This is an optimization exercise on Yosys and OpenROAD, whose aim is small area, a short achievable clock period and few clock cycles, not a production implementation. Function was checked by simulation only, so behaviour that the tests miss may differ from the original. Power is estimated from default activity; no workload was simulated.

Setup of south:
==> module TPU_fsm, before the edit <==
module TPU_fsm (
	input             clk,
	input             rst_n,
	input             in_valid,
	input      [7:0]  K,
	input      [7:0]  M,
	input      [7:0]  N,
	output reg        busy,
	output reg [7:0]  A_idx,
	output reg [7:0]  B_idx,
	output reg        fetch_v,      
	output     [3:0]  first_row,    
	output     [3:0]  wr_row,       
	output reg [7:0]  C_idx
);
	reg        act;
	reg [4:0]  k, Km1, Kpm1;
	reg [2:0]  mb, nb, MBm1, NBm1;
	reg [5:0]  Kr, Mr;
	reg [7:0]  abase, bbase;
	reg [3:0]  first_c;    
	reg [5:0]  last_c;
	reg [6:0]  fin_c;
	wire start    = in_valid & ~busy;
	wire tile_end = (k == Kpm1);
	wire mb_end   = (mb == MBm1);
	wire nb_end   = (nb == NBm1);
	reg [4:0]  k_n;
	reg [2:0]  mb_n, nb_n;
	reg [7:0]  a_n, b_n, abase_n, bbase_n;
	always @(*) begin
		k_n = k + 5'd1;
		mb_n = mb;
		nb_n = nb;
		a_n = A_idx + 8'd1;
		b_n = B_idx + 8'd1;
		abase_n = abase;
		bbase_n = bbase;
		if (tile_end) begin
			k_n = 5'd0;
			if (!mb_end) begin
				mb_n = mb + 3'd1;
				abase_n = abase + {2'b0, Kr};
				a_n = abase_n;
				b_n = bbase;
			end else begin
				mb_n = 3'd0;
				nb_n = nb + 3'd1;
				abase_n = 8'd0;
				a_n = 8'd0;
				bbase_n = bbase + {2'b0, Kr};
				b_n = bbase_n;
			end
		end
	end
	wire last_n = (k_n == Km1);
	wire fin_n  = last_n & (mb_n == MBm1) & (nb_n == NBm1);
	wire [4:0] Kin_m1 = K[4:0] - 5'd1;
	wire final_fetch = tile_end & mb_end & nb_end;
	always @(posedge clk) begin
		if (!rst_n) begin
			act <= 1'b0;
			busy <= 1'b0;
			fetch_v <= 1'b0;
			first_c[0] <= 1'b0;
			last_c[0] <= 1'b0;
			fin_c[0] <= 1'b0;
		end else begin
			if (start)
				busy <= 1'b1;
			else if (fin_c[6])
				busy <= 1'b0;
			if (start) begin
				act <= 1'b1;
				fetch_v <= 1'b1;
				first_c[0] <= 1'b1;
				last_c[0] <= (K == 8'd1);
				fin_c[0] <= (K == 8'd1) & (M <= 8'd4) & (N <= 8'd4);
			end else if (act & ~final_fetch) begin
				fetch_v <= (k_n <= Km1);
				first_c[0] <= (k_n == 5'd0);
				last_c[0] <= last_n;
				fin_c[0] <= fin_n;
			end else begin
				act <= 1'b0;
				fetch_v <= 1'b0;
				first_c[0] <= 1'b0;
				last_c[0] <= 1'b0;
				fin_c[0] <= 1'b0;
			end
		end
	end
	always @(posedge clk) begin
		if (!busy) begin
			k <= 5'd0;
			mb <= 3'd0;
			nb <= 3'd0;
			abase <= 8'd0;
			bbase <= 8'd0;
			A_idx <= 8'd0;
			B_idx <= 8'd0;
			Km1 <= Kin_m1;
			Kpm1 <= (K < 8'd4) ? 5'd3 : Kin_m1;
			MBm1 <= (M - 8'd1) >> 2;
			NBm1 <= (N - 8'd1) >> 2;
			Kr <= K[5:0];
			Mr <= M[5:0];
		end else if (act & ~final_fetch) begin
			k <= k_n;
			mb <= mb_n;
			nb <= nb_n;
			abase <= abase_n;
			bbase <= bbase_n;
			A_idx <= a_n;
			B_idx <= b_n;
		end
	end
	always @(posedge clk) begin
		if (!rst_n) begin
			last_c[5:1] <= 5'd0;
			fin_c[6:1] <= 6'd0;
		end else begin
			last_c[5:1] <= last_c[4:0];
			fin_c[6:1] <= fin_c[5:0];
		end
		first_c[3:1] <= first_c[2:0];
	end
	assign first_row = first_c[3:0];
	assign wr_row    = last_c[5:2];
	reg [7:0] cbn, cbnb;
	reg [2:0] wmb;
	always @(posedge clk) begin
		if (!busy) begin
			cbn <= 8'd0;
			cbnb <= 8'd0;
			wmb <= 3'd0;
		end else if (last_c[2]) begin
			if (wmb == MBm1) begin
				wmb <= 3'd0;
				cbnb <= cbnb + {2'b0, Mr};
				cbn <= cbnb + {2'b0, Mr};
			end else begin
				wmb <= wmb + 3'd1;
				cbn <= cbn + 8'd4;
			end
		end
		C_idx <= last_c[2] ? cbn : C_idx + 8'd1;
	end
endmodule
export LEC_CHECK = 0
export CAP_MARGIN = 20
export CORE_MARGIN = 2
export CORE_UTILIZATION = 50
export CTS_CLUSTER_DIAMETER = 100
export CTS_CLUSTER_SIZE = 20
export SLEW_MARGIN = 20
export SYNTH_HIERARCHICAL = 1
export SYNTH_MINIMUM_KEEP_SIZE = 0
create_clock -name core_clock -period 10.0 [get_ports {clk}]
standard.sh (not shown) runs the stock make flow with config.mk's settings and CLKGATE_MAP_FILE= SYNTH_SCRIPT=/design/flow/synth_recipe.tcl, a recipe that flattens the netlist after the stock synthesis.
==> flow/flow/run.sh <==
#!/bin/bash
set -euo pipefail
MARGIN=$(cat flow/margin.txt)
bash standard.sh SETUP_SLACK_MARGIN=$MARGIN \
  "BUFFER_PORTS_ARGS=-inputs -outputs -buffer_cell sky130_fd_sc_hd__buf_2" \
  finish > standard.log 2>&1
==> flow/flow/margin.txt <==
6.9
south reached the final stage; the timing, DRC and antenna checks on its layout passed.
Testbench counts of south, summed over its fixed seeds: cycles 19,071.
Input changes introduced in west (baseline for comparison: south):
diff --git a/flow/design.v b/flow/design.v
--- a/flow/design.v
+++ b/flow/design.v
@@ -341,8 +341,9 @@
 	reg        act;
 	reg [4:0]  k, Km1, Kpm1;
 	reg [2:0]  mb, nb, MBm1, NBm1;
-	reg [5:0]  Kr, Mr;
-	reg [7:0]  abase, bbase;
+	reg [1:0]  Kpad;       
+	reg [1:0]  Mpad;       
+	reg [7:0]  bbase;
 	reg [3:0]  first_c;    
 	reg [5:0]  last_c;
 	reg [6:0]  fin_c;
@@ -352,29 +353,22 @@
 	wire nb_end   = (nb == NBm1);
 	reg [4:0]  k_n;
 	reg [2:0]  mb_n, nb_n;
-	reg [7:0]  a_n, b_n, abase_n, bbase_n;
+	wire [7:0] inc   = tile_end ? 8'd1 - {6'd0, Kpad} : 8'd1;
+	wire [7:0] a_sum = A_idx + inc;
+	wire [7:0] b_sum = B_idx + inc;
+	wire [7:0] a_n   = (tile_end & mb_end) ? 8'd0 : a_sum;
+	wire [7:0] b_n   = (tile_end & ~mb_end) ? bbase : b_sum;
 	always @(*) begin
 		k_n = k + 5'd1;
 		mb_n = mb;
 		nb_n = nb;
-		a_n = A_idx + 8'd1;
-		b_n = B_idx + 8'd1;
-		abase_n = abase;
-		bbase_n = bbase;
 		if (tile_end) begin
 			k_n = 5'd0;
 			if (!mb_end) begin
 				mb_n = mb + 3'd1;
-				abase_n = abase + {2'b0, Kr};
-				a_n = abase_n;
-				b_n = bbase;
 			end else begin
 				mb_n = 3'd0;
 				nb_n = nb + 3'd1;
-				abase_n = 8'd0;
-				a_n = 8'd0;
-				bbase_n = bbase + {2'b0, Kr};
-				b_n = bbase_n;
 			end
 		end
 	end
@@ -420,7 +414,6 @@
 			k <= 5'd0;
 			mb <= 3'd0;
 			nb <= 3'd0;
-			abase <= 8'd0;
 			bbase <= 8'd0;
 			A_idx <= 8'd0;
 			B_idx <= 8'd0;
@@ -428,14 +421,14 @@
 			Kpm1 <= (K < 8'd4) ? 5'd3 : Kin_m1;
 			MBm1 <= (M - 8'd1) >> 2;
 			NBm1 <= (N - 8'd1) >> 2;
-			Kr <= K[5:0];
-			Mr <= M[5:0];
+			Kpad <= (K < 8'd4) ? 2'd0 - K[1:0] : 2'd0;
+			Mpad <= 2'd0 - M[1:0];
 		end else if (act & ~final_fetch) begin
 			k <= k_n;
 			mb <= mb_n;
 			nb <= nb_n;
-			abase <= abase_n;
-			bbase <= bbase_n;
+			if (tile_end & mb_end)
+				bbase <= b_sum;
 			A_idx <= a_n;
 			B_idx <= b_n;
 		end
@@ -452,18 +445,16 @@
 	end
 	assign first_row = first_c[3:0];
 	assign wr_row    = last_c[5:2];
-	reg [7:0] cbn, cbnb;
+	reg [7:0] cbn;
 	reg [2:0] wmb;
 	always @(posedge clk) begin
 		if (!busy) begin
 			cbn <= 8'd0;
-			cbnb <= 8'd0;
 			wmb <= 3'd0;
 		end else if (last_c[2]) begin
 			if (wmb == MBm1) begin
 				wmb <= 3'd0;
-				cbnb <= cbnb + {2'b0, Mr};
-				cbn <= cbnb + {2'b0, Mr};
+				cbn <= cbn + 8'd4 - {6'd0, Mpad};
 			end else begin
 				wmb <= wmb + 3'd1;
 				cbn <= cbn + 8'd4;
==> run summary <==
Comparing south and west, the lower power share of the combinational group is on south. Final period demand of the worst path, south and west: higher on west. Comparing south and west, the higher global-route wire length before repair is on south. Final worst-path cycle share for west is higher than for south. Utilization: south vs west — no meaningful difference. Between south and west, number of clock buffers in the layout is higher for south, west comes in under that. When west is measured against south, its floorplan row count turns out 1 lower. Diff south -> west: total power consumption of the routed design fell 3.0%, count of port buffers added during placement about even, number of clock sinks seen by CTS fell about 2.2%, multi-input gate share of total cell area rose 0.69 points.
Testbench counts of west, summed over its fixed seeds: cycles 19,071.

-- afterwards: timing with drivers on the ports --
The flow's constraints put no driver on any port. The routed layouts listed below were extracted and timed again, unchanged, in two steps. Step 1: set_driving_cell puts a clkbuf_16 on clk and a buf_2 on each other input, an assumption about the parent block. Step 2, shift: input delay + t, output delay - t, t = (earliest + latest rising clock arrival at the registers) / 2. This alone moves slack from input paths to output paths. Three values: ideal ports, drivers, drivers and shift; two values: the first two.
run	t, ns	slack for setup (ns)	worst slew at a driven data input, ns
south	0.780	6.773 / 6.690 / 6.608	0.09
west	0.800	6.730 / 6.645 / 6.312	0.14
After both steps setup and hold are still met in every run listed. For west, which loses most, drivers alone change the setup slack by -0.085 ns; drivers and shift together by -0.418 ns.
